What follows belongs to an exercise in optimizing a design on an open flow for small area; a production flow would make more cautious choices. Only simulation tests tie the RTL to the original design; equivalence was not proved. Power figures rest on the tool's default switching activity, not on a simulated workload.

==> design.v <==
module signal(
	input clk,
	input rst,
	input [9:0] input_signal,
	input en_inc,						 
	output reg SPWM_1,
	output reg SPWM_2
);
reg [9:0] conteo;
wire [9:0] sum;
wire [9:2] cy;
assign sum[1:0] = conteo[1:0];
assign sum[2] = ~conteo[2];
assign cy[3]  = conteo[2];
assign sum[3] = ~(conteo[3] ^ cy[3]);
assign cy[4]  = conteo[3] | cy[3];
assign sum[4] = conteo[4] ^ cy[4];
assign cy[5]  = conteo[4] & cy[4];
assign sum[5] = conteo[5] ^ cy[5];
assign cy[6]  = conteo[5] & cy[5];
assign sum[6] = ~(conteo[6] ^ cy[6]);
assign cy[7]  = conteo[6] | cy[6];
assign sum[7] = ~(conteo[7] ^ cy[7]);
assign cy[8]  = conteo[7] | cy[7];
assign sum[8] = conteo[8] ^ cy[8];
assign cy[9]  = conteo[8] & cy[8];
assign sum[9] = conteo[9] ^ cy[9];
wire [10:0] lt, eq;
assign lt[10] = 1'b0;
assign eq[10] = 1'b1;
genvar j;
generate for (j = 9; j >= 0; j = j - 1) begin : cmp
	assign lt[j] = lt[j+1] | (eq[j+1] & ~input_signal[j] & conteo[j]);
	assign eq[j] = eq[j+1] & ~(input_signal[j] ^ conteo[j]);
end endgenerate
always @(posedge clk) begin
	if (rst) begin
		conteo <= 0;
	end else if (~|input_signal) begin
		conteo <= sum;
	end
end
always @(posedge clk) begin
	if (rst) begin
		SPWM_1 <= 1'b0;
		SPWM_2 <= 1'b0;
	end else if (en_inc) begin
		SPWM_2 <= 1'b0;
		SPWM_1 <= (lt[0] | eq[0]) & ~&input_signal;
	end else begin
		SPWM_1 <= 1'b0;
		SPWM_2 <= ~lt[0];
	end
end
endmodule
module mem2(
	input  [9:0] k,
	output reg [8:0] g
);
wire [8:0] h = k[9] ? ~k[8:0] : k[8:0];
always @* begin
	case (h)
		9'd0: g = 9'd306;
		9'd1: g = 9'd127;
		9'd2: g = 9'd97;
		9'd3: g = 9'd82;
		9'd4: g = 9'd72;
		9'd5: g = 9'd65;
		9'd6: g = 9'd61;
		9'd7: g = 9'd56;
		9'd8: g = 9'd52;
		9'd9: g = 9'd50;
		9'd10: g = 9'd48;
		9'd11: g = 9'd45;
		9'd12: g = 9'd43;
		9'd13: g = 9'd42;
		9'd14: g = 9'd41;
		9'd15: g = 9'd39;
		9'd16: g = 9'd38;
		9'd17: g = 9'd36;
		9'd18: g = 9'd36;
		9'd19: g = 9'd35;
		9'd20: g = 9'd34;
		9'd21: g = 9'd34;
		9'd22: g = 9'd32;
		9'd23: g = 9'd32;
		9'd24: g = 9'd31;
		9'd25: g = 9'd31;
		9'd26: g = 9'd30;
		9'd27: g = 9'd30;
		9'd28: g = 9'd29;
		9'd29: g = 9'd28;
		9'd30: g = 9'd28;
		9'd31: g = 9'd28;
		9'd32: g = 9'd27;
		9'd33: g = 9'd27;
		9'd34: g = 9'd26;
		9'd35: g = 9'd27;
		9'd36: g = 9'd25;
		9'd37: g = 9'd26;
		9'd38: g = 9'd25;
		9'd39: g = 9'd25;
		9'd40: g = 9'd24;
		9'd41: g = 9'd24;
		9'd42: g = 9'd24;
		9'd43: g = 9'd24;
		9'd44: g = 9'd23;
		9'd45: g = 9'd24;
		9'd46: g = 9'd22;
		9'd47: g = 9'd23;
		9'd48: g = 9'd23;
		9'd49: g = 9'd22;
		9'd50: g = 9'd22;
		9'd51: g = 9'd22;
		9'd52: g = 9'd21;
		9'd53: g = 9'd22;
		9'd54: g = 9'd21;
		9'd55: g = 9'd21;
		9'd56: g = 9'd21;
		9'd57: g = 9'd21;
		9'd58: g = 9'd21;
		9'd59: g = 9'd20;
		9'd60: g = 9'd20;
		9'd61: g = 9'd20;
		9'd62: g = 9'd20;
		9'd63: g = 9'd20;
		9'd64: g = 9'd20;
		9'd65: g = 9'd19;
		9'd66: g = 9'd20;
		9'd67: g = 9'd19;
		9'd68: g = 9'd19;
		9'd69: g = 9'd19;
		9'd70: g = 9'd19;
		9'd71: g = 9'd18;
		9'd72: g = 9'd19;
		9'd73: g = 9'd19;
		9'd74: g = 9'd18;
		9'd75: g = 9'd18;
		9'd76: g = 9'd18;
		9'd77: g = 9'd18;
		9'd78: g = 9'd18;
		9'd79: g = 9'd18;
		9'd80: g = 9'd18;
		9'd81: g = 9'd18;
		9'd82: g = 9'd17;
		9'd83: g = 9'd18;
		9'd84: g = 9'd17;
		9'd85: g = 9'd17;
		9'd86: g = 9'd17;
		9'd87: g = 9'd17;
		9'd88: g = 9'd17;
		9'd89: g = 9'd17;
		9'd90: g = 9'd17;
		9'd91: g = 9'd17;
		9'd92: g = 9'd17;
		9'd93: g = 9'd16;
		9'd94: g = 9'd17;
		9'd95: g = 9'd16;
		9'd96: g = 9'd16;
		9'd97: g = 9'd17;
		9'd98: g = 9'd16;
		9'd99: g = 9'd16;
		9'd100: g = 9'd16;
		9'd101: g = 9'd16;
		9'd102: g = 9'd16;
		9'd103: g = 9'd16;
		9'd104: g = 9'd16;
		9'd105: g = 9'd15;
		9'd106: g = 9'd16;
		9'd107: g = 9'd15;
		9'd108: g = 9'd16;
		9'd109: g = 9'd15;
		9'd110: g = 9'd16;
		9'd111: g = 9'd15;
		9'd112: g = 9'd15;
		9'd113: g = 9'd16;
		9'd114: g = 9'd15;
		9'd115: g = 9'd15;
		9'd116: g = 9'd15;
		9'd117: g = 9'd15;
		9'd118: g = 9'd15;
		9'd119: g = 9'd15;
		9'd120: g = 9'd14;
		9'd121: g = 9'd15;
		9'd122: g = 9'd15;
		9'd123: g = 9'd15;
		9'd124: g = 9'd14;
		9'd125: g = 9'd15;
		9'd126: g = 9'd14;
		9'd127: g = 9'd15;
		9'd128: g = 9'd14;
		9'd129: g = 9'd15;
		9'd130: g = 9'd14;
		9'd131: g = 9'd14;
		9'd132: g = 9'd14;
		9'd133: g = 9'd15;
		9'd134: g = 9'd14;
		9'd135: g = 9'd14;
		9'd136: g = 9'd14;
		9'd137: g = 9'd14;
		9'd138: g = 9'd14;
		9'd139: g = 9'd14;
		9'd140: g = 9'd14;
		9'd141: g = 9'd13;
		9'd142: g = 9'd14;
		9'd143: g = 9'd14;
		9'd144: g = 9'd14;
		9'd145: g = 9'd13;
		9'd146: g = 9'd14;
		9'd147: g = 9'd14;
		9'd148: g = 9'd13;
		9'd149: g = 9'd14;
		9'd150: g = 9'd13;
		9'd151: g = 9'd14;
		9'd152: g = 9'd13;
		9'd153: g = 9'd13;
		9'd154: g = 9'd14;
		9'd155: g = 9'd13;
		9'd156: g = 9'd13;
		9'd157: g = 9'd14;
		9'd158: g = 9'd13;
		9'd159: g = 9'd13;
		9'd160: g = 9'd13;
		9'd161: g = 9'd13;
		9'd162: g = 9'd13;
		9'd163: g = 9'd13;
		9'd164: g = 9'd13;
		9'd165: g = 9'd13;
		9'd166: g = 9'd13;
		9'd167: g = 9'd13;
		9'd168: g = 9'd13;
		9'd169: g = 9'd13;
		9'd170: g = 9'd13;
		9'd171: g = 9'd12;
		9'd172: g = 9'd13;
		9'd173: g = 9'd13;
		9'd174: g = 9'd13;
		9'd175: g = 9'd12;
		9'd176: g = 9'd13;
		9'd177: g = 9'd12;
		9'd178: g = 9'd13;
		9'd179: g = 9'd13;
		9'd180: g = 9'd12;
		9'd181: g = 9'd13;
		9'd182: g = 9'd12;
		9'd183: g = 9'd13;
		9'd184: g = 9'd12;
		9'd185: g = 9'd12;
		9'd186: g = 9'd13;
		9'd187: g = 9'd12;
		9'd188: g = 9'd12;
		9'd189: g = 9'd13;
		9'd190: g = 9'd12;
		9'd191: g = 9'd12;
		9'd192: g = 9'd12;
		9'd193: g = 9'd13;
		9'd194: g = 9'd12;
		9'd195: g = 9'd12;
		9'd196: g = 9'd12;
		9'd197: g = 9'd12;
		9'd198: g = 9'd12;
		9'd199: g = 9'd12;
		9'd200: g = 9'd12;
		9'd201: g = 9'd12;
		9'd202: g = 9'd12;
		9'd203: g = 9'd12;
		9'd204: g = 9'd12;
		9'd205: g = 9'd12;
		9'd206: g = 9'd12;
		9'd207: g = 9'd12;
		9'd208: g = 9'd12;
		9'd209: g = 9'd12;
		9'd210: g = 9'd11;
		9'd211: g = 9'd12;
		9'd212: g = 9'd12;
		9'd213: g = 9'd12;
		9'd214: g = 9'd12;
		9'd215: g = 9'd11;
		9'd216: g = 9'd12;
		9'd217: g = 9'd12;
		9'd218: g = 9'd11;
		9'd219: g = 9'd12;
		9'd220: g = 9'd11;
		9'd221: g = 9'd12;
		9'd222: g = 9'd12;
		9'd223: g = 9'd11;
		9'd224: g = 9'd12;
		9'd225: g = 9'd11;
		9'd226: g = 9'd12;
		9'd227: g = 9'd11;
		9'd228: g = 9'd12;
		9'd229: g = 9'd11;
		9'd230: g = 9'd12;
		9'd231: g = 9'd11;
		9'd232: g = 9'd11;
		9'd233: g = 9'd12;
		9'd234: g = 9'd11;
		9'd235: g = 9'd12;
		9'd236: g = 9'd11;
		9'd237: g = 9'd11;
		9'd238: g = 9'd11;
		9'd239: g = 9'd12;
		9'd240: g = 9'd11;
		9'd241: g = 9'd11;
		9'd242: g = 9'd11;
		9'd243: g = 9'd12;
		9'd244: g = 9'd11;
		9'd245: g = 9'd11;
		9'd246: g = 9'd11;
		9'd247: g = 9'd11;
		9'd248: g = 9'd12;
		9'd249: g = 9'd11;
		9'd250: g = 9'd11;
		9'd251: g = 9'd11;
		9'd252: g = 9'd11;
		9'd253: g = 9'd11;
		9'd254: g = 9'd11;
		9'd255: g = 9'd11;
		9'd256: g = 9'd11;
		9'd257: g = 9'd11;
		9'd258: g = 9'd11;
		9'd259: g = 9'd11;
		9'd260: g = 9'd11;
		9'd261: g = 9'd11;
		9'd262: g = 9'd11;
		9'd263: g = 9'd11;
		9'd264: g = 9'd11;
		9'd265: g = 9'd11;
		9'd266: g = 9'd11;
		9'd267: g = 9'd10;
		9'd268: g = 9'd11;
		9'd269: g = 9'd11;
		9'd270: g = 9'd11;
		9'd271: g = 9'd11;
		9'd272: g = 9'd11;
		9'd273: g = 9'd10;
		9'd274: g = 9'd11;
		9'd275: g = 9'd11;
		9'd276: g = 9'd11;
		9'd277: g = 9'd10;
		9'd278: g = 9'd11;
		9'd279: g = 9'd11;
		9'd280: g = 9'd11;
		9'd281: g = 9'd10;
		9'd282: g = 9'd11;
		9'd283: g = 9'd11;
		9'd284: g = 9'd10;
		9'd285: g = 9'd11;
		9'd286: g = 9'd11;
		9'd287: g = 9'd10;
		9'd288: g = 9'd11;
		9'd289: g = 9'd10;
		9'd290: g = 9'd11;
		9'd291: g = 9'd11;
		9'd292: g = 9'd10;
		9'd293: g = 9'd11;
		9'd294: g = 9'd10;
		9'd295: g = 9'd11;
		9'd296: g = 9'd10;
		9'd297: g = 9'd11;
		9'd298: g = 9'd10;
		9'd299: g = 9'd11;
		9'd300: g = 9'd10;
		9'd301: g = 9'd11;
		9'd302: g = 9'd10;
		9'd303: g = 9'd11;
		9'd304: g = 9'd10;
		9'd305: g = 9'd11;
		9'd306: g = 9'd10;
		9'd307: g = 9'd10;
		9'd308: g = 9'd11;
		9'd309: g = 9'd10;
		9'd310: g = 9'd11;
		9'd311: g = 9'd10;
		9'd312: g = 9'd10;
		9'd313: g = 9'd11;
		9'd314: g = 9'd10;
		9'd315: g = 9'd10;
		9'd316: g = 9'd11;
		9'd317: g = 9'd10;
		9'd318: g = 9'd10;
		9'd319: g = 9'd11;
		9'd320: g = 9'd10;
		9'd321: g = 9'd10;
		9'd322: g = 9'd11;
		9'd323: g = 9'd10;
		9'd324: g = 9'd10;
		9'd325: g = 9'd10;
		9'd326: g = 9'd11;
		9'd327: g = 9'd10;
		9'd328: g = 9'd10;
		9'd329: g = 9'd10;
		9'd330: g = 9'd10;
		9'd331: g = 9'd11;
		9'd332: g = 9'd10;
		9'd333: g = 9'd10;
		9'd334: g = 9'd10;
		9'd335: g = 9'd10;
		9'd336: g = 9'd11;
		9'd337: g = 9'd10;
		9'd338: g = 9'd10;
		9'd339: g = 9'd10;
		9'd340: g = 9'd10;
		9'd341: g = 9'd10;
		9'd342: g = 9'd10;
		9'd343: g = 9'd10;
		9'd344: g = 9'd11;
		9'd345: g = 9'd10;
		9'd346: g = 9'd10;
		9'd347: g = 9'd10;
		9'd348: g = 9'd10;
		9'd349: g = 9'd10;
		9'd350: g = 9'd10;
		9'd351: g = 9'd10;
		9'd352: g = 9'd10;
		9'd353: g = 9'd10;
		9'd354: g = 9'd10;
		9'd355: g = 9'd10;
		9'd356: g = 9'd10;
		9'd357: g = 9'd10;
		9'd358: g = 9'd10;
		9'd359: g = 9'd10;
		9'd360: g = 9'd10;
		9'd361: g = 9'd10;
		9'd362: g = 9'd10;
		9'd363: g = 9'd10;
		9'd364: g = 9'd10;
		9'd365: g = 9'd10;
		9'd366: g = 9'd10;
		9'd367: g = 9'd10;
		9'd368: g = 9'd10;
		9'd369: g = 9'd10;
		9'd370: g = 9'd10;
		9'd371: g = 9'd10;
		9'd372: g = 9'd10;
		9'd373: g = 9'd10;
		9'd374: g = 9'd10;
		9'd375: g = 9'd10;
		9'd376: g = 9'd9;
		9'd377: g = 9'd10;
		9'd378: g = 9'd10;
		9'd379: g = 9'd10;
		9'd380: g = 9'd10;
		9'd381: g = 9'd10;
		9'd382: g = 9'd10;
		9'd383: g = 9'd10;
		9'd384: g = 9'd9;
		9'd385: g = 9'd10;
		9'd386: g = 9'd10;
		9'd387: g = 9'd10;
		9'd388: g = 9'd10;
		9'd389: g = 9'd10;
		9'd390: g = 9'd10;
		9'd391: g = 9'd9;
		9'd392: g = 9'd10;
		9'd393: g = 9'd10;
		9'd394: g = 9'd10;
		9'd395: g = 9'd10;
		9'd396: g = 9'd9;
		9'd397: g = 9'd10;
		9'd398: g = 9'd10;
		9'd399: g = 9'd10;
		9'd400: g = 9'd10;
		9'd401: g = 9'd9;
		9'd402: g = 9'd10;
		9'd403: g = 9'd10;
		9'd404: g = 9'd10;
		9'd405: g = 9'd9;
		9'd406: g = 9'd10;
		9'd407: g = 9'd10;
		9'd408: g = 9'd10;
		9'd409: g = 9'd9;
		9'd410: g = 9'd10;
		9'd411: g = 9'd10;
		9'd412: g = 9'd10;
		9'd413: g = 9'd9;
		9'd414: g = 9'd10;
		9'd415: g = 9'd10;
		9'd416: g = 9'd10;
		9'd417: g = 9'd9;
		9'd418: g = 9'd10;
		9'd419: g = 9'd10;
		9'd420: g = 9'd9;
		9'd421: g = 9'd10;
		9'd422: g = 9'd10;
		9'd423: g = 9'd9;
		9'd424: g = 9'd10;
		9'd425: g = 9'd10;
		9'd426: g = 9'd10;
		9'd427: g = 9'd9;
		9'd428: g = 9'd10;
		9'd429: g = 9'd10;
		9'd430: g = 9'd9;
		9'd431: g = 9'd10;
		9'd432: g = 9'd10;
		9'd433: g = 9'd9;
		9'd434: g = 9'd10;
		9'd435: g = 9'd10;
		9'd436: g = 9'd9;
		9'd437: g = 9'd10;
		9'd438: g = 9'd10;
		9'd439: g = 9'd9;
		9'd440: g = 9'd10;
		9'd441: g = 9'd9;
		9'd442: g = 9'd10;
		9'd443: g = 9'd10;
		9'd444: g = 9'd9;
		9'd445: g = 9'd10;
		9'd446: g = 9'd10;
		9'd447: g = 9'd9;
		9'd448: g = 9'd10;
		9'd449: g = 9'd10;
		9'd450: g = 9'd9;
		9'd451: g = 9'd10;
		9'd452: g = 9'd9;
		9'd453: g = 9'd10;
		9'd454: g = 9'd10;
		9'd455: g = 9'd9;
		9'd456: g = 9'd10;
		9'd457: g = 9'd9;
		9'd458: g = 9'd10;
		9'd459: g = 9'd10;
		9'd460: g = 9'd9;
		9'd461: g = 9'd10;
		9'd462: g = 9'd9;
		9'd463: g = 9'd10;
		9'd464: g = 9'd10;
		9'd465: g = 9'd9;
		9'd466: g = 9'd10;
		9'd467: g = 9'd9;
		9'd468: g = 9'd10;
		9'd469: g = 9'd9;
		9'd470: g = 9'd10;
		9'd471: g = 9'd10;
		9'd472: g = 9'd9;
		9'd473: g = 9'd10;
		9'd474: g = 9'd9;
		9'd475: g = 9'd10;
		9'd476: g = 9'd10;
		9'd477: g = 9'd9;
		9'd478: g = 9'd10;
		9'd479: g = 9'd9;
		9'd480: g = 9'd10;
		9'd481: g = 9'd9;
		9'd482: g = 9'd10;
		9'd483: g = 9'd9;
		9'd484: g = 9'd10;
		9'd485: g = 9'd10;
		9'd486: g = 9'd9;
		9'd487: g = 9'd10;
		9'd488: g = 9'd9;
		9'd489: g = 9'd10;
		9'd490: g = 9'd9;
		9'd491: g = 9'd10;
		9'd492: g = 9'd10;
		9'd493: g = 9'd9;
		9'd494: g = 9'd10;
		9'd495: g = 9'd9;
		9'd496: g = 9'd10;
		9'd497: g = 9'd9;
		9'd498: g = 9'd10;
		9'd499: g = 9'd9;
		9'd500: g = 9'd10;
		9'd501: g = 9'd10;
		9'd502: g = 9'd9;
		9'd503: g = 9'd10;
		9'd504: g = 9'd9;
		9'd505: g = 9'd10;
		9'd506: g = 9'd9;
		9'd507: g = 9'd10;
		9'd508: g = 9'd9;
		9'd509: g = 9'd10;
		9'd510: g = 9'd9;
		default: g = 9'd10;
	endcase
end
endmodule
module tracker(
	input clk,
	input load0,		 
	input step,			 
	input grant,		 
	input [8:0] g,
	output need,
	output reg [9:0] v,
	output reg rg,		 
	output at15358,
	output at15359,
	output wrap			 
);
reg [8:0] r;
wire [9:0] vc = {vc[8:0] & v[8:0], 1'b1};
wire [8:0] rb = {rb[7:0] & ~r[7:0], 1'b1};
wire vmax = &v;
wire last = r[0] & ~|r[8:1];
assign need = ~rg & ~|r;
assign at15359 = ~rg & vmax & last;
assign at15358 = ~rg & vmax & r[1] & ~r[0] & ~|r[8:2];
assign wrap = step & rg & vmax;
always @(posedge clk) begin
	if (load0) begin
		v <= 10'd0;
		r <= 9'd0;
		rg <= 1'b0;
	end else if (need) begin
		if (grant)
			r <= g;
	end else if (step) begin
		if (rg | last) begin
			v <= v ^ vc;
			if (vmax)
				rg <= ~rg;
		end
		if (~rg)
			r <= r ^ rb;
	end
end
endmodule
module Incrementador(
	input clk,
	input rst,
	input en,
	input rg,				 
	input at15359,			 
	input wrap,				 
	output load0,			 
	output step				 
);
reg [1:0] contador;
reg b14;					 
wire run = en | (~b14 & ~rg & ~at15359);
always @(posedge clk) begin
	if (rst) begin
		contador <= 0;
		b14 <= 1'b0;
	end else if (run) begin
		if (contador[1]) begin
			contador <= 0;
			if (wrap)
				b14 <= ~b14;
		end else begin
			contador <= {contador[0], ~contador[0]};
		end
	end else begin
		contador <= 0;
		b14 <= 1'b0;
	end
end
assign step = run & contador[1];
assign load0 = rst | ~run;
endmodule
module Decrementador(
	input clk,
	input rst,
	input en,
	input rg,				 
	input at15359,			 
	output at_zero,			 
	output zero_value,		 
	output load0,			 
	output step				 
);
reg [1:0] contador;
reg dz, dzh;
wire run = en | (~rg & ~at15359);
always @(posedge clk) begin
	if (rst) begin
		contador <= 0;
		dz <= 1'b1;
		dzh <= 1'b0;
	end else if (run) begin
		if (contador[1]) begin
			contador <= 0;
			dz <= 1'b0;
		end else begin
			contador <= {contador[0], ~contador[0]};
		end
	end else begin
		contador <= 0;
		dz <= 1'b1;
		dzh <= ~at15359;
	end
end
assign step = run & contador[1];
assign load0 = rst | ~run;
assign at_zero = dz ? ~dzh : at15359;
assign zero_value = dz | rg;
endmodule
module contador1(
	input clk,
	input rst,
	input inc_end,				 
	input dec_zero,				 
	input [9:0] v_inc,			 
	input [9:0] v_dec,			 
	output reg en_inc,			 
	output reg [9:0] salida		 
);
reg contador;
reg [2:0] cont;
reg e_inc;
reg [2:0] c;
always @(posedge clk) begin
	if (rst) begin
		en_inc <= 1'b1;
		salida <= 0;
		cont <= 0;
		contador <= 0;
	end else begin
		e_inc = en_inc;
		c = cont;
		if (inc_end && e_inc) begin
			contador <= ~contador;
			if (contador) begin
				c = {c[2] ^ (c[1] & c[0]), c[1] ^ c[0], ~c[0]};
				if (c == 3'd5) begin
					e_inc = 1'b0;
					c = 0;
				end
			end
		end else begin
			salida <= en_inc ? v_inc : v_dec;
		end
		if (dec_zero && !e_inc) begin
			contador <= ~contador;
			if (contador) begin
				c = {c[2] ^ (c[1] & c[0]), c[1] ^ c[0], ~c[0]};
				if (c == 3'd5) begin
					e_inc = 1'b1;
					c = 0;
				end
			end
		end else begin
			salida <= e_inc ? v_inc : v_dec;
		end
		en_inc <= e_inc;
		cont <= c;
	end
end
endmodule
module TopLevel(
	input clk,
	input rst,
	output reg [9:0] output_data,
	output SPWM_1,
	output SPWM_2
);
wire en_inc;
wire inc_load0, inc_step, inc_rg, inc_15358, inc_15359, inc_wrap;
wire dec_load0, dec_step, dec_rg, dec_15359, dec_zero, dec_zval;
wire [9:0] vi, vd, salida;
wire need_i, need_d;
wire [8:0] g;
Incrementador inst_inc(
	.clk(clk),
	.rst(rst),
	.en(en_inc),
	.rg(inc_rg),
	.at15359(inc_15359),
	.wrap(inc_wrap),
	.load0(inc_load0),
	.step(inc_step)
);
Decrementador inst_dec(
	.clk(clk),
	.rst(rst),
	.en(!en_inc),
	.rg(dec_rg),
	.at15359(dec_15359),
	.at_zero(dec_zero),
	.zero_value(dec_zval),
	.load0(dec_load0),
	.step(dec_step)
);
mem2 inst_mem2(.k(need_i ? vi : vd), .g(g));
tracker trk_inc(.clk(clk), .load0(inc_load0), .step(inc_step), .grant(1'b1), .g(g), .need(need_i),
	.v(vi), .rg(inc_rg), .at15358(inc_15358), .at15359(inc_15359), .wrap(inc_wrap));
tracker trk_dec(.clk(clk), .load0(dec_load0), .step(dec_step), .grant(!need_i), .g(g), .need(need_d),
	.v(vd), .rg(dec_rg), .at15358(), .at15359(dec_15359), .wrap());
contador1 inst_contador1(
	.clk(clk),
	.rst(rst),
	.inc_end(inc_15358),
	.dec_zero(dec_zero),
	.v_inc(inc_rg ? 10'd0 : vi),
	.v_dec(dec_zval ? 10'd0 : ~vd),
	.en_inc(en_inc),
	.salida(salida)
);
always @(posedge clk) begin
	if (rst)
		output_data <= 10'd0;
	else
		output_data <= salida;
end
signal inst_signal(
	.clk(clk),
	.rst(rst),
	.input_signal(output_data),
	.en_inc(en_inc),
	.SPWM_1(SPWM_1),
	.SPWM_2(SPWM_2)
);
endmodule
==> flow/run.sh <==
#!/bin/bash
# Own layout flow: the standard layout (standard.sh, ORFS make), with one
# change to synthesis: the final ABC mapping uses an area-oriented script
# (flow/area.abc) and no buffering/upsizing, and the ORFS adder
# extraction (extract_fa) and Kogge-Stone lookahead map are not used.
# Port buffers use the smallest buffer cell.
# Everything else (Yosys front end, -nofsm -noshare, flattening, renaming,
# floorplan, PDN, placement, CTS, routing) is the standard flow.
set -euo pipefail
W=$(pwd)
# synthesis script: ORFS synth.tcl with only its abc call replaced
sed "s#log_cmd abc {\*}\$abc_args#abc -script $W/flow/area.abc {*}\$lib_args {*}\$lib_dont_use_args#" \
  "$FLOW_HOME/scripts/synth.tcl" > "$W/own_synth_body.tcl"
grep -q "flow/area.abc" "$W/own_synth_body.tcl"
sed "s#source \$::env(SCRIPTS_DIR)/synth.tcl#source $W/own_synth_body.tcl#" \
  "$W/synth_recipe.tcl" > "$W/own_synth.tcl"
grep -q "own_synth_body.tcl" "$W/own_synth.tcl"
bash "$W/standard.sh" SYNTH_SCRIPT="$W/own_synth.tcl" ADDER_MAP_FILE= SYNTH_OPERATIONS_ARGS=-nordff BUFFER_PORTS_ARGS="-buffer_cell sky130_fd_sc_hd__buf_1" finish \
  > "$W/flow_make.log" 2>&1
test -f "$W/out/final.def"
==> flow/area.abc <==
strash
&get -n
&deepsyn -T 60
&put
dch -f
amap
==> standard.sh <==
#!/bin/bash
# synth_recipe.tcl (not shown) runs the flow's synth.tcl, then flattens the netlist and writes it again
# the make line also repeats each setting of config.mk as NAME=value (left out here)
make -C /OpenROAD-flow-scripts/flow DESIGN_CONFIG=/design/flow/config.mk WORK_HOME=/design/flow/orfs CLKGATE_MAP_FILE= SYNTH_SCRIPT=/design/flow/synth_recipe.tcl "${@:-finish}"
==> config.mk <==
export PLATFORM = sky130hd
export DESIGN_NAME = TopLevel
export DESIGN_NICKNAME = TopLevel
export VERILOG_FILES = /design/flow/design.v
export SDC_FILE = /design/flow/constraint.sdc
export NUM_CORES = 4
export LEC_CHECK = 0
export ABC_AREA = 1
export CAP_MARGIN = 20
export CORE_MARGIN = 2
export CORE_UTILIZATION = 20
export CTS_CLUSTER_SIZE = 30
export GPL_TIMING_DRIVEN = 0
export PLACE_DENSITY = 0.35
export SLEW_MARGIN = 20
export SYNTH_MEMORY_MAX_BITS = 262144
==> constraint.sdc <==
create_clock -name core_clock -period 10.0 [get_ports {clk}]
set_input_delay 2.0000 -clock core_clock [delete_from_list [all_inputs] [get_ports {clk}]]
set_output_delay 2.0000 -clock core_clock [all_outputs]
set_load 0.01 [all_outputs]
==> qor.yml, run 1 <==
detailed_routing:
  final_antenna_net_count: 0
  viasPerCell: 4.81
  routed_wl_mm: 13.2
  dr.pass1.iters: 5
  vias: 4297
  drc_errors: 0
  first_iter_violations: 336
  wl_per_cell_um: 14.8
setup_path:
  cp_max_fo: 9
  path_buf_inv: 3
  cp.required_ns: 10.21
  path_cells: "nor4_1, nand2_1, or2_0, nor2_1, nand2_1, o221ai_1, clkinv_1, nor2_1, clkinv_1, nor2_1, clkinv_1, o31ai_1, nor3_1, a31oi_1, nor2_1, nor2_1, a31oi_1, o21ai_0, o221a_1, nor2_1"
  cp-start-kind: "flop"
  worst-setup-path-type: "reg2reg"
  cp_slowest_cell: "o221ai_1"
  cpPeakStageDelay_ns: 0.82
  cpMostUsedCell: "nor2_1"
  end_kind: "flop"
  crit_cells: 20
  cp.arrival_ns: 5.75
  crit_family: "simple AND/OR/NAND/NOR gates"
  ff2ff_path_depth: 20
logic_synthesis:
  yosysMostFrequentCell: "nor2_1"
  yosysTopAreaCellShare: 0.391
  synth_edf_count: 0
  synth_largest_area_cell: "dfxtp_1"
  ys.flop_type: "dfxtp_1"
  yosys_warnings: 7
  syn_nets: 592
  netlist_top_cells_count: "128 x nor2_1, 89 x clkinv_1, 82 x dfxtp_1"
  postSynthAreaPerCell_um2: 7.12
  synth_cell_types: 39
  syn_area_um2: 4200
  ys_seq_area_frac: 0.391
  ys_async_sr_fraction: 0
  netlist_instances: 590
  synth.area.top_cells: "dfxtp_1 39%, nor2_1 11%, clkinv_1 8.0%"
  ys_ff_latch: 82
sta:
  min_period_ns: 5.54
  final.setup_skew_ns: 0.00663
  rsz0062_at_grt: "no"
  drv_slew: 0
  relSlewSlack: 0.329
  fin_crit_sh: 0.554
  setup_viol: 0
  tns_ns: 0
  finalHoldViolCount: 0
  tightest_slew_ns: 1.01
  max_freq_mhz: 181
power_and_ir_drop:
  power.total_mw: 1.15
  p_seq_frac: 0.342
  vdd_drop_max_v: 0.0000803
  pwr-share-clk: 0.281
  p_leak_nw: 1.59
  pwr_density_cell_nw_per_um2: 236
  power_frac_comb: 0.377
  net-switching-power_uw: 456
  netSwitchingFraction: 0.396
  p_int_uw: 695
global_routing:
  grt_use_total: 0.124
  grt_pass1_vias: 4137
  grt-ovfl-total: 0
  grt_pass1_wl_mm: 21.5
  grt_max_degree: 28
  antenna_found_initial: 0
clock_tree:
  postCtsSetupBuffers: 0
  cts.path.max_buffers: 2
  cts.sinks: 82
  path_clk_slew_ns: 0.06
  root_buffer: "clkbuf_16"
  clk_latency_ns: 0.34
  cts_max_level: 3
  ctsHoldBuffers: 0
  ctsResizeCount: 0
  cts_buffers: 9
  tritoncts: "done"
floorplan:
  dieArea_um2: 22200
  io_pins: 14
  start_util: 0.202
  core_area_um2: 20800
  die_x_um: 149
  fp-row-count: 53
  fp.dieH_um: 149
place:
  io_buffers: 13
  gp_congestion: 0.886
  dpl.hpwl_mm: 10.3
cells_and_area:
  fillCellCount: 2326
  nets: 616
  area_growth_pct: 16.3
  drive_above_1_share: 0.0259
  diodes: 0
  postLayoutCoreUtil: 0.235
min_path:
  min_path_cells: 1
  worstHoldPathType: "reg2reg"
status:
  status: "no timing/DRC/antenna violations"
flow_run:
  cap_violations: 0
==> power by group through the flow <==
| stage | logic (mW) | clock network, mW | registers [mW] |
|---|---|---|---|
| detailed placement | 0.431 | 0 | 0.401 |
| global placement | 0.436 | 0 | 0.400 |
| finish | 0.435 | 0.323 | 0.394 |
| global route | 0.484 | 0.349 | 0.399 |
| CTS | 0.432 | 0.334 | 0.394 |
| floorplan | 0.307 | 0 | 0.394 |
==> worst register-to-register path, cell delays in order, from the launching register on <==
cell      delay [ns]
dfxtp_1         0.33
nor4_1          0.25
nand2_1         0.12
or2_0           0.25
nor2_1          0.28
nand2_1         0.27
o221ai_1        0.83
clkinv_1        0.51
nor2_1          0.41
clkinv_1        0.16
nor2_1          0.16
clkinv_1        0.23
o31ai_1         0.41
nor3_1          0.11
a31oi_1         0.22
nor2_1          0.06
nor2_1          0.15
a31oi_1         0.07
o21ai_0         0.31
o221a_1         0.25
nor2_1          0.04
==> path summary, 6_finish.rpt <==
kind | startpoint | to | slack (ns)
worst max register to register | trk_inc.r[4] | trk_dec.r[1] | 4.46
worst min-delay path | inst_inc.contador[0] | inst_inc.contador[0] | 0.40
worst min register to register | inst_inc.contador[0] | inst_inc.contador[0] | 0.40
worst max-delay path | trk_inc.r[4] | trk_dec.r[1] | 4.46
==> stage by stage <==
step | hold slack [ns] | setup slack (ns) | instances | instance area, µm²
detailed placement | 0.395 | 4.52 | 878 | 4600
global route | 0.431 | 3.96 | 893 | 4890
floorplan | 0.384 | 6.09 | 590 | 4200
finish | 0.404 | 4.46 | 893 | 4890
CTS | 0.404 | 4.50 | 893 | 4890
global placement | 0.393 | 4.38 | 878 | 4590
==> routing by layer <==
layer | vias to the layer above | routed length, µm | global-route usage | part of all wire
li1 | 2167 | - | - | -
met1 | 1931 | 5810 | 0.149 | 0.44
met2 | 167 | 6270 | 0.212 | 0.47
met3 | 32 | 658 | 0.0248 | 0.050
met4 | 0 | 480 | 0.0605 | 0.036
met5 | - | 0 | 0 | 0
==> state kept, by name (all words and copies together) (netlist names), 2 cells and up <==
| name | cells |
|---|---|
| inst_contador1.cont | 3 |
| inst_contador1.salida | 10 |
| inst_dec.contador | 2 |
| inst_inc.contador | 2 |
| inst_signal.conteo | 8 |
| output_data | 10 |
| trk_dec.r | 9 |
| trk_dec.v | 10 |
| trk_inc.r | 9 |
| trk_inc.v | 10 |
==> cells in the final DEF, fill, tap and decap left out, types with 12 or more instances in the layout <==
cell	instances
nor2_1	128
a21oi_1	34
dfxtp_1	82
o22a_1	17
buf_1	12
clkinv_1	89
nand2_1	43
o21ai_0	39
a211oi_1	18
o22ai_1	20
nor3_1	31
==> final cells by class <==
type,instances,area (µm²),area share
Clock inverter,5,56.3,0.0115
Tap cell,275,344,0.0704
Sequential cell,82,1640,0.336
Clock buffer,10,229,0.0469
Inverter,89,334,0.0684
Timing Repair Buffer,13,50.0,0.0102
Multi-Input combinational cell,419,2230,0.457
==> cell families (layout without fill, tap and decap cells) <==
| family | after synthesis | after routing | share of synthesized area |
|---|---|---|---|
| AND/OR/NAND/NOR | 244 | 244 | 0.254 |
| AO/OA/AOI/OAI | 175 | 175 | 0.276 |
| buffers and inverters | 89 | 117 | 0.0795 |
| flip-flops | 82 | 82 | 0.391 |
==> inputs of run 2 (changes only) <==
--- a/config.mk
+++ b/config.mk
@@ -9,7 +9,8 @@
 export CAP_MARGIN = 20
 export CORE_MARGIN = 2
 export CORE_UTILIZATION = 20
-export CTS_CLUSTER_SIZE = 30
+export CTS_BUF_LIST = sky130_fd_sc_hd__clkbuf_8
+export CTS_CLUSTER_SIZE = 20
 export GPL_TIMING_DRIVEN = 0
 export PLACE_DENSITY = 0.35
 export SLEW_MARGIN = 20
==> qor.yml, run 2 <==
floorplan:
  fp-row-count: 53  # unchanged
  die_x_um: 149  # unchanged
  io_pins: 14  # unchanged
  dieArea_um2: 22200  # unchanged
  fp.dieH_um: 149  # unchanged
  start_util: 0.202  # unchanged
  core_area_um2: 20800  # unchanged
sta:
  final.setup_skew_ns: 0.0102  # was 0.00663 ns
  max_freq_mhz: 182  # was 181 MHz
  finalHoldViolCount: 0  # unchanged
  min_period_ns: 5.50  # was 5.54 ns
  relSlewSlack: 0.328  # was 0.329
  drv_slew: 0  # unchanged
  setup_viol: 0  # unchanged
  fin_crit_sh: 0.550  # was 0.554
  rsz0062_at_grt: "no"  # unchanged
  postLayoutSetupSlackWorst_ns: 4.50  # was 4.46 ns
  tightest_slew_ns: 1.01  # about the same
  tns_ns: 0  # unchanged
place:
  io_buffers: 13  # unchanged
  gp_congestion: 0.886  # unchanged
  dpl.hpwl_mm: 10.3  # unchanged
  dp_slack_ns: 4.52  # unchanged
logic_synthesis:
  netlist_top_cells_count: "128 x nor2_1, 89 x clkinv_1, 82 x dfxtp_1"  # unchanged
  synth_edf_count: 0  # unchanged
  synth.area.top_cells: "dfxtp_1 39%, nor2_1 11%, clkinv_1 8.0%"  # unchanged
  yosys_warnings: 7  # unchanged
  syn_area_um2: 4200  # unchanged
  yosysTopAreaCellShare: 0.391  # unchanged
  postSynthAreaPerCell_um2: 7.12  # unchanged
  ys.flop_type: "dfxtp_1"  # unchanged
  ys_seq_area_frac: 0.391  # unchanged
  syn_nets: 592  # unchanged
  ys_async_sr_fraction: 0  # unchanged
  netlist_instances: 590  # unchanged
  ys_ff_latch: 82  # unchanged
  yosysMostFrequentCell: "nor2_1"  # unchanged
  synth_largest_area_cell: "dfxtp_1"  # unchanged
  synth_cell_types: 39  # unchanged
global_routing:
  grt_use_total: 0.125  # was 0.124
  grt_pass1_wl_mm: 21.5  # about the same
  grt-ovfl-total: 0  # unchanged
  grt_max_degree: 28  # unchanged
  grt_pass1_vias: 4133  # was 4,137
  antenna_found_initial: 0  # unchanged
setup_path:
  crit_family: "compound AO/OA/AOI/OAI gates"  # was simple AND/OR/NAND/NOR gates
  path_cells: "nor4_1, nand2_1, or2_0, nor2_1, nand2_1, o221ai_1, clkinv_1, nor2_1, clkinv_1, nor2_1, clkinv_1, o31ai_1, nor3_1, a31oi_1, nor2_1, nor2_1, a31oi_1, o21ai_0, o221a_1, nor2_1"  # unchanged
  cp_slowest_cell: "o221ai_1"  # unchanged
  path_buf_inv: 3  # unchanged
  cpMostUsedCell: "nor2_1"  # unchanged
  cp-start-kind: "flop"  # unchanged
  cpPeakStageDelay_ns: 0.84  # was 0.82 ns
  end_kind: "flop"  # unchanged
  cp.arrival_ns: 5.75  # about the same
  worst-setup-path-type: "reg2reg"  # unchanged
  rrSetupSlack_ns: 4.50  # was 4.46 ns
  cp_max_fo: 9  # unchanged
  cp.required_ns: 10.25  # was 10.21 ns
clock_tree:
  clk_latency_ns: 0.36  # was 0.34 ns
  root_buffer: "clkbuf_8"  # was clkbuf_16
  cts.path.max_buffers: 2  # unchanged
  ctsHoldBuffers: 0  # unchanged
  cts_max_level: 3  # unchanged
  cts_buffers: 9  # unchanged
  cts.sinks: 82  # unchanged
  path_clk_slew_ns: 0.09  # was 0.06 ns
  tritoncts: "done"  # unchanged
  ctsResizeCount: 0  # unchanged
  postCtsSetupBuffers: 0  # unchanged
cells_and_area:
  layout_commonest_cell: "nor2_1"  # unchanged
  drive_above_1_share: 0.0259  # unchanged
  nets: 616  # unchanged
  area_growth_pct: 13.9  # was 16.3%
  diodes: 0  # unchanged
  layout_common_cells: "128 x nor2_1, 89 x clkinv_1, 82 x dfxtp_1"  # unchanged
power_and_ir_drop:
  p_leak_nw: 1.55  # was 1.59 nW
  pwr_density_cell_nw_per_um2: 222  # was 236 nW/µm²
  vdd_drop_max_v: 0.0000634  # was 0.0000803 V
detailed_routing:
  viasPerCell: 4.82  # was 4.81
  drc_errors: 0  # unchanged
  first_iter_violations: 289  # was 336
  dr.pass1.iters: 4  # was 5
  wl_per_cell_um: 14.8  # about the same
  routed_wl_mm: 13.3  # was 13.2 mm
  vias: 4306  # was 4,297
  final_antenna_net_count: 0  # unchanged
status:
  status: "no timing/DRC/antenna violations"  # unchanged
min_path:
  worstHoldPathType: "reg2reg"  # unchanged
flow_run:
  cap_violations: 0  # unchanged
## run 2: final cells by class
| class | instances | area [µm²] |
|---|---|---|
| fillers | 2337 | 16000 |
| clock buffers | 9 | 124 |
| multi-input cells | 419 | 2230 |
| repair buffers | 13 | 50.0 |
| well taps | 275 | 344 |
| flip-flops and latches | 82 | 1640 |
| inverters | 89 | 334 |
| clock inverters | 6 | 60.1 |
## run 2: metal layers
layer	global-route usage	up-vias	wire [µm]	share of wire
li1	-	2162	-	-
met1	0.149	1954	5760	0.43
met2	0.212	154	6340	0.48
met3	0.0232	36	647	0.049
met4	0.0676	0	502	0.038
met5	0	-	0	0
## run 2: cells by family (layout without fill, tap and decap cells)
| group | count (synthesis) | count (layout) | share of synthesized area |
|---|---|---|---|
| AO/OA/AOI/OAI | 175 | 175 | 0.276 |
| buffers and inverters | 89 | 117 | 0.0795 |
| flip-flops | 82 | 82 | 0.391 |
| AND/OR/NAND/NOR | 244 | 244 | 0.254 |
## run 2: path summary, 6_finish.rpt
check,startpoint,endpoint,cells after the start
setup / recovery,trk_inc.r[4],trk_dec.r[1],20
hold reg to reg,inst_inc.contador[0],inst_inc.contador[0],1
hold / removal,inst_inc.contador[0],inst_inc.contador[0],1
setup reg to reg,trk_inc.r[4],trk_dec.r[1],20
## run 2: per-stage QoR
step	total power, mW	hold slack [ns]	area [µm²]	utilization	std cells
2_1_floorplan	0.701	0.384	4200	-	590
3_5_place_dp	0.831	0.395	4600	0.221	878
6_report	1.06	0.409	4780	0.230	893
5_1_grt	1.14	0.434	4780	0.230	893
4_1_cts	1.07	0.407	4780	0.230	893
3_3_place_gp	0.836	0.393	4590	0.221	878
## run 2: where the power goes
| group | total [mW] | leakage, nW | internal (mW) | switching (mW) |
|---|---|---|---|---|
| sequential | 0.393 | 0.667 | 0.367 | 0.0258 |
| combinational | 0.435 | 0.787 | 0.136 | 0.299 |
| clock | 0.236 | 0.0963 | 0.113 | 0.123 |
==> inputs of run 3 (changes only) <==
--- a/config.mk
+++ b/config.mk
@@ -9,9 +9,6 @@
 export CAP_MARGIN = 20
 export CORE_MARGIN = 2
 export CORE_UTILIZATION = 20
-export CTS_BUF_LIST = sky130_fd_sc_hd__clkbuf_8
-export CTS_CLUSTER_SIZE = 20
-export GPL_TIMING_DRIVEN = 0
 export PLACE_DENSITY = 0.35
 export SLEW_MARGIN = 20
 export SYNTH_MEMORY_MAX_BITS = 262144
==> qor.yml, run 3 <==
global_routing:
  gr-usage-met3: 0.0183  # was 0.0232
  grt_pass1_wl_mm: 22.3  # was 21.5 mm
  grt_use_total: 0.130  # was 0.125
  grt_pass1_vias: 4185  # was 4,133
  use_met2: 0.226  # was 0.212
  grt-busiest-layer: "met2"  # unchanged
  grt-ovfl-total: 0  # unchanged
  grt_max_degree: 28  # unchanged
  antenna_found_initial: 0  # unchanged
  globalRouteMet1Util: 0.151  # was 0.149
sta:
  fin_crit_sh: 0.541  # was 0.550
  rsz0062_at_grt: "no"  # unchanged
  min_period_ns: 5.41  # was 5.50 ns
  drv_slew: 0  # unchanged
  final.setup_skew_ns: 0.00733  # was 0.0102 ns
  tightest_slew_ns: 1.00  # was 1.01 ns
  worst_hold_slack_ns: 0.406  # was 0.409 ns
  relSlewSlack: 0.333  # was 0.328
  tns_ns: 0  # unchanged
  setup_viol: 0  # unchanged
  postLayoutSetupSlackWorst_ns: 4.59  # was 4.50 ns
  finalHoldViolCount: 0  # unchanged
  max_freq_mhz: 185  # was 182 MHz
floorplan:
  core_area_um2: 20800  # unchanged
  die_x_um: 149  # unchanged
  start_util: 0.202  # unchanged
  io_pins: 14  # unchanged
  dieArea_um2: 22200  # unchanged
  fp-row-count: 53  # unchanged
  fp.dieH_um: 149  # unchanged
clock_tree:
  root_buffer: "clkbuf_16"  # was clkbuf_8
  cts_max_level: 3  # unchanged
  cts.path.max_buffers: 2  # unchanged
  cts.sinks: 82  # unchanged
  path_clk_slew_ns: 0.06  # was 0.09 ns
  postCtsSetupBuffers: 0  # unchanged
  clk_latency_ns: 0.34  # was 0.36 ns
  ctsHoldBuffers: 0  # unchanged
  tritoncts: "done"  # unchanged
  cts_buffers: 9  # unchanged
  ctsResizeCount: 0  # unchanged
logic_synthesis:
  yosys_warnings: 7  # unchanged
  synth_largest_area_cell: "dfxtp_1"  # unchanged
  netlist_top_cells_count: "128 x nor2_1, 89 x clkinv_1, 82 x dfxtp_1"  # unchanged
  netlist_instances: 590  # unchanged
  syn_area_um2: 4200  # unchanged
  ys_async_sr_fraction: 0  # unchanged
  yosysTopAreaCellShare: 0.391  # unchanged
  synth_edf_count: 0  # unchanged
  ys_seq_area_frac: 0.391  # unchanged
  ys_ff_latch: 82  # unchanged
  synth.area.top_cells: "dfxtp_1 39%, nor2_1 11%, clkinv_1 8.0%"  # unchanged
  syn_nets: 592  # unchanged
  synth_cell_types: 39  # unchanged
  ys.flop_type: "dfxtp_1"  # unchanged
  yosysMostFrequentCell: "nor2_1"  # unchanged
  postSynthAreaPerCell_um2: 7.12  # unchanged
setup_path:
  cp-start-kind: "flop"  # unchanged
  crit_family: "simple AND/OR/NAND/NOR gates"  # was compound AO/OA/AOI/OAI gates
  path_cells: "nor4_1, nand2_1, or2_0, nor2_1, nand2_1, o221ai_1, clkinv_1, nor2_1, clkinv_1, nor2_1, clkinv_1, o31ai_1, nor3_1, a31oi_1, nor2_1, nor2_1, a31oi_1, o21ai_0, o221a_1, nor2_1"  # unchanged
  cp.required_ns: 10.22  # was 10.25 ns
  cp_slowest_cell: "o221ai_1"  # unchanged
  worst-setup-path-type: "reg2reg"  # unchanged
  cp.arrival_ns: 5.62  # was 5.75 ns
  end_kind: "flop"  # unchanged
  path_buf_inv: 3  # unchanged
  cpPeakStageDelay_ns: 0.83  # was 0.84 ns
  cpMostUsedCell: "nor2_1"  # unchanged
  cp_max_fo: 9  # unchanged
detailed_routing:
  final_antenna_net_count: 0  # unchanged
  vias: 4304  # was 4,306
  viasPerCell: 4.79  # was 4.82
  dr.pass1.iters: 5  # was 4
  routed_wl_mm: 13.7  # was 13.3 mm
  wl_per_cell_um: 15.3  # was 14.8 µm
  first_iter_violations: 215  # was 289
  drc_errors: 0  # unchanged
place:
  io_buffers: 13  # unchanged
  dpl.hpwl_mm: 10.8  # was 10.3 mm
  dp_cells: 883  # was 878
  gp_congestion: 0.890  # was 0.886
  dp_slack_ns: 4.71  # was 4.52 ns
  placed_cell_area_um2: 4630  # was 4600 µm²
cells_and_area:
  nets: 621  # was 616
  postLayoutCoreUtil: 0.238  # was 0.230
  fillCellCount: 2375  # was 2,337
  area_growth_pct: 17.8  # was 13.9%
  finalInstanceArea_um2: 4950  # was 4780 µm²
  layout_common_cells: "128 x nor2_1, 89 x clkinv_1, 82 x dfxtp_1"  # unchanged
  diodes: 0  # unchanged
  drive_above_1_share: 0.0305  # was 0.0259
  layout_commonest_cell: "nor2_1"  # unchanged
  stdcell_count: 898  # was 893
power_and_ir_drop:
  vdd_drop_max_v: 0.0000759  # was 0.0000634 V
  power.total_mw: 1.20  # was 1.06 mW
  pwr_density_cell_nw_per_um2: 242  # was 222 nW/µm²
  p_leak_nw: 1.63  # was 1.55 nW
flow_run:
  cap_violations: 0  # unchanged
status:
  status: "no timing/DRC/antenna violations"  # unchanged
min_path:
  worstHoldPathType: "reg2reg"  # unchanged
-- run 3: power breakdown --
| part | switching, mW | internal (mW) |
|---|---|---|
| Clock | 0.134 | 0.225 |
| Sequential | 0.0262 | 0.368 |
| Combinational | 0.307 | 0.137 |
-- run 3: logic make-up after synthesis --
| family | after synthesis | synth area share |
|---|---|---|
| DFF | 82 | 0.391 |
| AOI/OAI and AO/OA | 175 | 0.276 |
| and+or+nand+nor | 244 | 0.254 |
| buffers and inverters | 89 | 0.0795 |
-- run 3: path summary, 6_finish.rpt --
check | cells after the start | slack [ns] | endpoint | start
worst max-delay path | 20 | 4.59 | trk_dec.r[1] | trk_inc.r[2]
worst min register to register | 1 | 0.41 | inst_inc.contador[0] | inst_inc.contador[0]
worst min-delay path | 1 | 0.41 | inst_inc.contador[0] | inst_inc.contador[0]
worst max register to register | 20 | 4.59 | trk_dec.r[1] | trk_inc.r[2]
-- run 3: area by class of cell --
cell class | instances | area, µm² | share of cell area
Multi-Input combinational cell | 419 | 2220 | 0.449
Sequential cell | 82 | 1640 | 0.332
Tap cell | 275 | 344 | 0.0695
Inverter | 89 | 334 | 0.0675
Clock buffer | 11 | 243 | 0.0490
Timing Repair Buffer | 18 | 86.3 | 0.0174
Clock inverter | 4 | 76.3 | 0.0154
-- run 3: layer usage --
metal	vias to the layer above	wire (µm)
met2	107	6720
li1	2181	-
met1	1974	5910
met3	42	449
met4	0	619
met5	-	0
-- run 3: worst register-to-register path: cells and delay by family (launching register included) --
| kind | cells | cell delay (ns) |
|---|---|---|
| buffers and inverters | 3 | 0.87 |
| AOI/OAI and AO/OA | 6 | 1.98 |
| and+or+nand+nor | 11 | 2.11 |
| DFF | 1 | 0.32 |
==> inputs of run 4 (changes only) <==
--- a/flow/run.sh
+++ b/flow/run.sh
@@ -15,6 +15,6 @@
 sed "s#source \$::env(SCRIPTS_DIR)/synth.tcl#source $W/own_synth_body.tcl#" \
   "$W/synth_recipe.tcl" > "$W/own_synth.tcl"
 grep -q "own_synth_body.tcl" "$W/own_synth.tcl"
-bash "$W/standard.sh" SYNTH_SCRIPT="$W/own_synth.tcl" ADDER_MAP_FILE= SYNTH_OPERATIONS_ARGS=-nordff BUFFER_PORTS_ARGS="-buffer_cell sky130_fd_sc_hd__buf_1" finish \
+bash "$W/standard.sh" SYNTH_SCRIPT="$W/own_synth.tcl" ADDER_MAP_FILE= SYNTH_OPERATIONS_ARGS=-nordff BUFFER_PORTS_ARGS="-buffer_cell sky130_fd_sc_hd__buf_1" CTS_ARGS="-sink_clustering_enable -repair_clock_nets -dont_use_dummy_load -sink_clustering_size 30 -sink_clustering_max_diameter 100" finish \
   > "$W/flow_make.log" 2>&1
 test -f "$W/out/final.def"
--- a/config.mk
+++ b/config.mk
@@ -9,6 +9,8 @@
 export CAP_MARGIN = 20
 export CORE_MARGIN = 2
 export CORE_UTILIZATION = 20
+export CTS_CLUSTER_SIZE = 30
+export GPL_TIMING_DRIVEN = 0
 export PLACE_DENSITY = 0.35
 export SLEW_MARGIN = 20
 export SYNTH_MEMORY_MAX_BITS = 262144
==> qor.yml, run 4 <==
status:
  status: "no timing/DRC/antenna violations"  # unchanged
place:
  io_buffers: 13  # unchanged
  gp_congestion: 0.886  # was 0.890
  dp_slack_ns: 4.52  # was 4.71 ns
  dpl.hpwl_mm: 10.3  # was 10.8 mm
clock_tree:
  clk_latency_ns: 0.34  # about the same
  postCtsSetupBuffers: 0  # unchanged
  cts.sinks: 82  # unchanged
  ctsResizeCount: 0  # unchanged
  cts.path.max_buffers: 2  # unchanged
  path_clk_slew_ns: 0.06  # about the same
  cts_buffers: 9  # unchanged
  tritoncts: "done"  # unchanged
  cts_max_level: 3  # unchanged
  ctsHoldBuffers: 0  # unchanged
  root_buffer: "clkbuf_16"  # unchanged
power_and_ir_drop:
  pwr_density_cell_nw_per_um2: 230  # was 242 nW/µm²
  vdd_drop_max_v: 0.0000806  # was 0.0000759 V
  net-switching-power_uw: 446  # was 468 µW
  p_int_uw: 662  # was 729 µW
  netSwitchingFraction: 0.403  # was 0.391
  power_frac_comb: 0.396  # was 0.371
  pwr-share-clk: 0.249  # was 0.300
  p_seq_frac: 0.356  # was 0.329
  p_leak_nw: 1.57  # was 1.63 nW
floorplan:
  fp-row-count: 53  # unchanged
  core_area_um2: 20800  # unchanged
  io_pins: 14  # unchanged
  die_x_um: 149  # unchanged
  fp.dieH_um: 149  # unchanged
  dieArea_um2: 22200  # unchanged
  start_util: 0.202  # unchanged
setup_path:
  cp-start-kind: "flop"  # unchanged
  cp.required_ns: 10.22  # about the same
  cpPeakStageDelay_ns: 0.84  # was 0.83 ns
  end_kind: "flop"  # unchanged
  worst-setup-path-type: "reg2reg"  # unchanged
  cp_slowest_cell: "o221ai_1"  # unchanged
  ff2ff_path_depth: 20  # unchanged
  cp.arrival_ns: 5.74  # was 5.62 ns
  path_cells: "nor4_1, nand2_1, or2_0, nor2_1, nand2_1, o221ai_1, clkinv_1, nor2_1, clkinv_1, nor2_1, clkinv_1, o31ai_1, nor3_1, a31oi_1, nor2_1, nor2_1, a31oi_1, o21ai_0, o221a_1, nor2_1"  # unchanged
  rr_endpoint: "trk_dec.r[1]"  # unchanged
  cpMostUsedCell: "nor2_1"  # unchanged
  rrSetupSlack_ns: 4.48  # was 4.59 ns
  cp_max_fo: 9  # unchanged
  r2r_start: "trk_inc.r[4]"  # was trk_inc.r[2]
sta:
  tns_ns: 0  # unchanged
  postLayoutSetupSlackWorst_ns: 4.48  # was 4.59 ns
  rsz0062_at_grt: "no"  # unchanged
  fin_crit_sh: 0.552  # was 0.541
  min_period_ns: 5.52  # was 5.41 ns
  setup_viol: 0  # unchanged
  final.setup_skew_ns: 0.0152  # was 0.00733 ns
  tightest_slew_ns: 1.05  # was 1.00 ns
  max_freq_mhz: 181  # was 185 MHz
  relSlewSlack: 0.297  # was 0.333
  drv_slew: 0  # unchanged
  finalHoldViolCount: 0  # unchanged
detailed_routing:
  first_iter_violations: 318  # was 215
  viasPerCell: 4.81  # was 4.79
  routed_wl_mm: 13.2  # was 13.7 mm
  final_antenna_net_count: 0  # unchanged
  drc_errors: 0  # unchanged
  dr.pass1.iters: 4  # was 5
  top_layer: "met4"  # unchanged
  vias: 4269  # was 4,304
  wl_met2_mm: 6.44  # was 6.72 mm
  wl_per_cell_um: 14.9  # was 15.3 µm
  m1WireLength_mm: 5.87  # was 5.91 mm
  wl_met3_um: 545  # was 449 µm
logic_synthesis:
  postSynthAreaPerCell_um2: 7.12  # unchanged
  syn_nets: 592  # unchanged
  synth_top_family_by_area: "compound AO/OA/AOI/OAI gates"  # unchanged
  yosys.area_share.simple: 0.254  # unchanged
  synth.area.top_cells: "dfxtp_1 39%, nor2_1 11%, clkinv_1 8.0%"  # unchanged
  synthMuxAreaShare: 0  # unchanged
  ys_ff_latch: 82  # unchanged
  ys.flop_type: "dfxtp_1"  # unchanged
  ys_async_sr_fraction: 0  # unchanged
  syn_area_um2: 4200  # unchanged
  ys_seq_area_frac: 0.391  # unchanged
  yosys_warnings: 7  # unchanged
  synth_fa_ha_area_frac: 0  # unchanged
  yosysTopAreaCellShare: 0.391  # unchanged
  synth_edf_count: 0  # unchanged
  synth-xor-area-share: 0  # unchanged
  netlist_instances: 590  # unchanged
  netlist_top_cells_count: "128 x nor2_1, 89 x clkinv_1, 82 x dfxtp_1"  # unchanged
  synth_cell_types: 39  # unchanged
  synth_compound_area_frac: 0.276  # unchanged
  synth_largest_area_cell: "dfxtp_1"  # unchanged
  yosysMostFrequentCell: "nor2_1"  # unchanged
cells_and_area:
  area_growth_pct: 14.9  # was 17.8%
  diodes: 0  # unchanged
  layout_common_cells: "128 x nor2_1, 89 x clkinv_1, 82 x dfxtp_1"  # unchanged
  drive_above_1_share: 0.0180  # was 0.0305
  nets: 616  # was 621
  layout_commonest_cell: "nor2_1"  # unchanged
global_routing:
  grt_pass1_vias: 4112  # was 4,185
  grt_max_degree: 28  # unchanged
  grt_use_total: 0.124  # was 0.130
  grt_pass1_wl_mm: 21.4  # was 22.3 mm
  antenna_found_initial: 0  # unchanged
  grt-ovfl-total: 0  # unchanged
min_path:
  worstHoldPathType: "reg2reg"  # unchanged
  min_from: "inst_inc.contador[0]"  # unchanged
  hold_path_end: "inst_inc.contador[0]"  # unchanged
  min_path_cells: 1  # unchanged
flow_run:
  cap_violations: 0  # unchanged
==> run 4: final cells by class <==
| class | instances | area (µm²) |
|---|---|---|
| clock buffer | 9 | 225 |
| fill | 2330 | 16000 |
| inverter | 89 | 334 |
| multi-input combinational | 419 | 2230 |
| sequential | 82 | 1640 |
| tap | 275 | 344 |
| timing repair buffer | 13 | 50.0 |
==> run 4: critical path: cells and delay by family, from the launching register on <==
kind,cells,cell delay [ns]
AND/OR/NAND/NOR,11,2.07
AO/OA/AOI/OAI,6,2.09
buffers and inverters,3,0.90
flip-flops,1,0.33
==> run 4: power groups by stage <==
stage	logic, mW	registers [mW]	clock network [mW]
6_report	0.438	0.394	0.276
5_1_grt	0.484	0.399	0.298
4_1_cts	0.432	0.394	0.287
3_5_place_dp	0.431	0.401	0
3_3_place_gp	0.436	0.400	0
2_1_floorplan	0.307	0.394	0
==> run 4: cells by family (layout without fill, tap and decap cells) <==
| kind of cell | count (synthesis) | in the layout |
|---|---|---|
| simple gates | 244 | 244 |
| compound gates | 175 | 175 |
| buf+inv | 89 | 111 |
| flops | 82 | 82 |
==> run 4: worst max-delay path by stage <==
| stage | start | endpoint | slack (ns) |
|---|---|---|---|
| final | trk_inc.r[4] | trk_dec.r[1] | 4.48 |
| after global routing | trk_inc.r[4] | trk_dec.r[1] | 3.96 |
| after CTS | trk_inc.r[4] | trk_dec.r[1] | 4.50 |
| after detailed placement | trk_inc.r[2] | trk_dec.r[1] | 4.52 |
| after global placement | trk_inc.r[2] | trk_dec.r[1] | 4.38 |
| after floorplan | trk_inc.r[2] | trk_dec.r[1] | 6.09 |
==> run 4: through the flow <==
step           cells   util  total power [mW]  area (µm²)  hold slack, ns
2_1_floorplan    590      -             0.701        4200           0.384
3_3_place_gp     878  0.221             0.836        4590           0.393
3_5_place_dp     878  0.221             0.831        4600           0.395
4_1_cts          887  0.232              1.11        4830           0.403
5_1_grt          887  0.232              1.18        4830           0.430
6_report         887  0.232              1.11        4830           0.404
==> run 4: metal layers <==
metal / GRT usage / vias up
met5: 0 / -
met4: 0.0567 / 0
met3: 0.0248 / 23
met2: 0.214 / 133
met1: 0.148 / 1956
li1: - / 2157
==> inputs of run 5 (changes only) <==
--- a/flow/run.sh
+++ b/flow/run.sh
@@ -15,6 +15,6 @@
 sed "s#source \$::env(SCRIPTS_DIR)/synth.tcl#source $W/own_synth_body.tcl#" \
   "$W/synth_recipe.tcl" > "$W/own_synth.tcl"
 grep -q "own_synth_body.tcl" "$W/own_synth.tcl"
-bash "$W/standard.sh" SYNTH_SCRIPT="$W/own_synth.tcl" ADDER_MAP_FILE= SYNTH_OPERATIONS_ARGS=-nordff BUFFER_PORTS_ARGS="-buffer_cell sky130_fd_sc_hd__buf_1" CTS_ARGS="-sink_clustering_enable -repair_clock_nets -dont_use_dummy_load -sink_clustering_size 30 -sink_clustering_max_diameter 100" finish \
+bash "$W/standard.sh" SYNTH_SCRIPT="$W/own_synth.tcl" ADDER_MAP_FILE= SYNTH_OPERATIONS_ARGS=-nordff BUFFER_PORTS_ARGS="-buffer_cell sky130_fd_sc_hd__buf_1" CTS_ARGS="-sink_clustering_enable -repair_clock_nets -dont_use_dummy_load -root_buf sky130_fd_sc_hd__clkbuf_8 -buf_list sky130_fd_sc_hd__clkbuf_4" finish \
   > "$W/flow_make.log" 2>&1
 test -f "$W/out/final.def"
--- a/config.mk
+++ b/config.mk
@@ -8,9 +8,8 @@
 export ABC_AREA = 1
 export CAP_MARGIN = 20
 export CORE_MARGIN = 2
-export CORE_UTILIZATION = 20
-export CTS_CLUSTER_SIZE = 30
+export CORE_UTILIZATION = 50
 export GPL_TIMING_DRIVEN = 0
-export PLACE_DENSITY = 0.35
+export PLACE_DENSITY = 0.6
 export SLEW_MARGIN = 20
 export SYNTH_MEMORY_MAX_BITS = 262144
==> qor.yml, run 5 <==
status:
  status: "no timing/DRC/antenna violations"  # unchanged
setup_path:
  end_kind: "flop"  # unchanged
  cp.required_ns: 10.28  # was 10.22 ns
  cp_max_fo: 9  # unchanged
  worst-setup-path-type: "reg2reg"  # unchanged
  cp-start-kind: "flop"  # unchanged
  cp.arrival_ns: 5.65  # was 5.74 ns
cells_and_area:
  fillCellCount: 802  # was 2,330
  layout_commonest_cell: "nor2_1"  # unchanged
  nets: 616  # unchanged
  stdcell_count: 717  # was 887
  layout_common_cells: "128 x nor2_1, 89 x clkinv_1, 82 x dfxtp_1"  # unchanged
  diodes: 0  # unchanged
  area_growth_pct: 7.42  # was 14.9%
  seq_area_um2: 1640  # unchanged
  drive_above_1_share: 0.0180  # unchanged
  finalInstanceArea_um2: 4510  # was 4830 µm²
  multi_input_area_um2: 2230  # unchanged
logic_synthesis:
  yosysMostFrequentCell: "nor2_1"  # unchanged
  synth.area.top_cells: "dfxtp_1 39%, nor2_1 11%, clkinv_1 8.0%"  # unchanged
  netlist_instances: 590  # unchanged
  ys_seq_area_frac: 0.391  # unchanged
  ys_async_sr_fraction: 0  # unchanged
  yosys_warnings: 7  # unchanged
  synth_cell_types: 39  # unchanged
  synth_edf_count: 0  # unchanged
  synth_largest_area_cell: "dfxtp_1"  # unchanged
  yosysTopAreaCellShare: 0.391  # unchanged
  syn_nets: 592  # unchanged
  ys.flop_type: "dfxtp_1"  # unchanged
  syn_area_um2: 4200  # unchanged
  netlist_top_cells_count: "128 x nor2_1, 89 x clkinv_1, 82 x dfxtp_1"  # unchanged
  postSynthAreaPerCell_um2: 7.12  # unchanged
  ys_ff_latch: 82  # unchanged
sta:
  relSlewSlack: 0.298  # was 0.297
  tns_ns: 0  # unchanged
  drv_slew: 0  # unchanged
  rsz0062_at_grt: "no"  # unchanged
  setup_viol: 0  # unchanged
  min_period_ns: 5.37  # was 5.52 ns
  postLayoutSetupSlackWorst_ns: 4.63  # was 4.48 ns
  max_freq_mhz: 186  # was 181 MHz
  finalHoldViolCount: 0  # unchanged
  tightest_slew_ns: 1.05  # about the same
  final.setup_skew_ns: 0.0334  # was 0.0152 ns
  fin_crit_sh: 0.537  # was 0.552
floorplan:
  core_area_um2: 8180  # was 20,800 µm²
  fp.dieH_um: 95.7  # was 149 µm
  die_x_um: 95.7  # was 149 µm
  start_util: 0.514  # was 0.202
  io_pins: 14  # unchanged
  dieArea_um2: 9150  # was 22,200 µm²
  fp-row-count: 33  # was 53
min_path:
  worstHoldPathType: "reg2reg"  # unchanged
power_and_ir_drop:
  net-switching-power_uw: 414  # was 446 µW
  power_frac_comb: 0.420  # was 0.396
  p_int_uw: 584  # was 662 µW
  power.total_uw: 998  # was 1.11 mW
  pwr_density_cell_nw_per_um2: 221  # was 230 nW/µm²
  p_leak_nw: 1.52  # was 1.57 nW
  pwr-share-clk: 0.184  # was 0.249
  netSwitchingFraction: 0.415  # was 0.403
  vdd_drop_max_v: 0.000129  # was 0.0000806 V
  p_seq_frac: 0.396  # was 0.356
place:
  dpl.hpwl_mm: 8.93  # was 10.3 mm
  dp_cells: 708  # was 878
  io_buffers: 13  # unchanged
  gp_congestion: 0.983  # was 0.886
  placed_cell_area_um2: 4390  # was 4600 µm²
  dp_slack_ns: 4.81  # was 4.52 ns
clock_tree:
  ctsResizeCount: 0  # unchanged
  root_buffer: "clkbuf_8"  # was clkbuf_16
  postCtsSetupBuffers: 0  # unchanged
  cts_max_level: 3  # unchanged
  cts_buffers: 9  # unchanged
  path_clk_slew_ns: 0.08  # was 0.06 ns
  clk_latency_ns: 0.36  # was 0.34 ns
  cts.path.max_buffers: 2  # unchanged
  tritoncts: "done"  # unchanged
  ctsHoldBuffers: 0  # unchanged
  cts.sinks: 82  # unchanged
detailed_routing:
  dr.pass1.iters: 5  # was 4
  drc_errors: 0  # unchanged
  vias: 4321  # was 4,269
  viasPerCell: 6.03  # was 4.81
  routed_wl_mm: 11.7  # was 13.2 mm
  final_antenna_net_count: 0  # unchanged
  wl_per_cell_um: 16.3  # was 14.9 µm
  first_iter_violations: 245  # was 318
global_routing:
  grt_max_degree: 28  # unchanged
  antenna_found_initial: 0  # unchanged
  grt-ovfl-total: 0  # unchanged
  grt_pass1_vias: 3936  # was 4,112
  grt_pass1_wl_mm: 18.6  # was 21.4 mm
  grt_use_total: 0.262  # was 0.124
flow_run:
  cap_violations: 0  # unchanged
[run 5: cell counts after synthesis]
Identical to the previous run, type by type.
[run 5: power groups by stage]
stage,Combinational (mW),Sequential (mW),Clock (mW)
2_1_floorplan,0.307,0.394,0
6_report,0.420,0.395,0.184
5_1_grt,0.464,0.399,0.204
4_1_cts,0.408,0.394,0.191
3_3_place_gp,0.406,0.399,0
3_5_place_dp,0.407,0.401,0
[run 5: area by class of cell]
class	count	area share
multi-input combinational	419	0.494
sequential	82	0.364
inverter	89	0.0740
tap	105	0.0291
clock buffer	9	0.0275
timing repair buffer	13	0.0111
[run 5: logic make-up after synthesis]
group                  share of synthesized area
DFF                                        0.391
AOI/OAI and AO/OA                          0.276
and+or+nand+nor                            0.254
buffers and inverters                     0.0795
[run 5: metal layers]
metal,global-route usage,vias up,share of wire
li1,-,2175,-
met1,0.294,1946,0.42
met2,0.467,163,0.48
met3,0.0506,37,0.054
met4,0.137,0,0.042
met5,0,-,0
[run 5: worst max-delay path, stage by stage (launching register included)]
cell and delay, ns:
dfxtp_1 0.34, nor4_1 0.27, nand2_1 0.12, or2_0 0.25
nor2_1 0.26, nand2_1 0.26, o221ai_1 0.86, clkinv_1 0.52
nor2_1 0.51, clkinv_1 0.23, a211oi_1 0.31, nor3_1 0.13
nor3_1 0.27, a31oi_1 0.14, nor2_1 0.12, nor2_1 0.06
a31oi_1 0.14, o21ai_0 0.15, o221a_1 0.27, nor2_1 0.07
[run 5: final timing paths]
kind	end	slack, ns	cells after the start	from
max	trk_dec.r[1]	4.63	19	trk_inc.r[2]
min	output_data[3]	0.40	2	inst_contador1.salida[3]
max reg2reg	trk_dec.r[1]	4.63	19	trk_inc.r[2]
min reg2reg	output_data[3]	0.40	2	inst_contador1.salida[3]
[run 5: through the flow]
stage	hold slack [ns]	utilization
3_5_place_dp	0.405	0.537
6_report	0.404	0.552
5_1_grt	0.417	0.552
3_3_place_gp	0.393	0.536
2_1_floorplan	0.384	-
4_1_cts	0.403	0.552

## what the ideal ports hide
In the flow no input, the clock included, has a driving cell. The finished layouts below were timed again as built, in two steps.
Step 1 sets driving cells, clkbuf_16 on the clock port and buf_2 on the other inputs (assumed; they add their load-dependent delay and slew).
Step 2 also shifts input and output timing later by t, the mid clock arrival at the registers, as if the neighbouring blocks saw the same clock.
Three values: no drivers, after step 1, after step 2; two values: the first two.
run	t (ns)	setup WS [ns]	hold slack, ns	worst setup path after step 2	latest minus earliest clock arrival (ns)
run 1	0.375	4.462 / 4.462 / 4.462	0.404 / 0.404 / 0.404	register to register	0.007 / 0.006
run 2	0.395	4.497 / 4.497 / 4.497	0.409 / 0.409 / 0.409	register to register	0.010 / 0.011
run 3	0.377	4.594 / 4.594 / 4.594	0.406 / 0.406 / 0.406	register to register	0.008 / 0.008
run 4	0.372	4.480 / 4.480 / 4.480	0.404 / 0.404 / 0.404	register to register	0.016 / 0.015
run 5	0.372	4.634 / 4.634 / 4.634	0.404 / 0.404 / 0.404	register to register	0.034 / 0.034
After both steps every run listed still meets setup and hold.
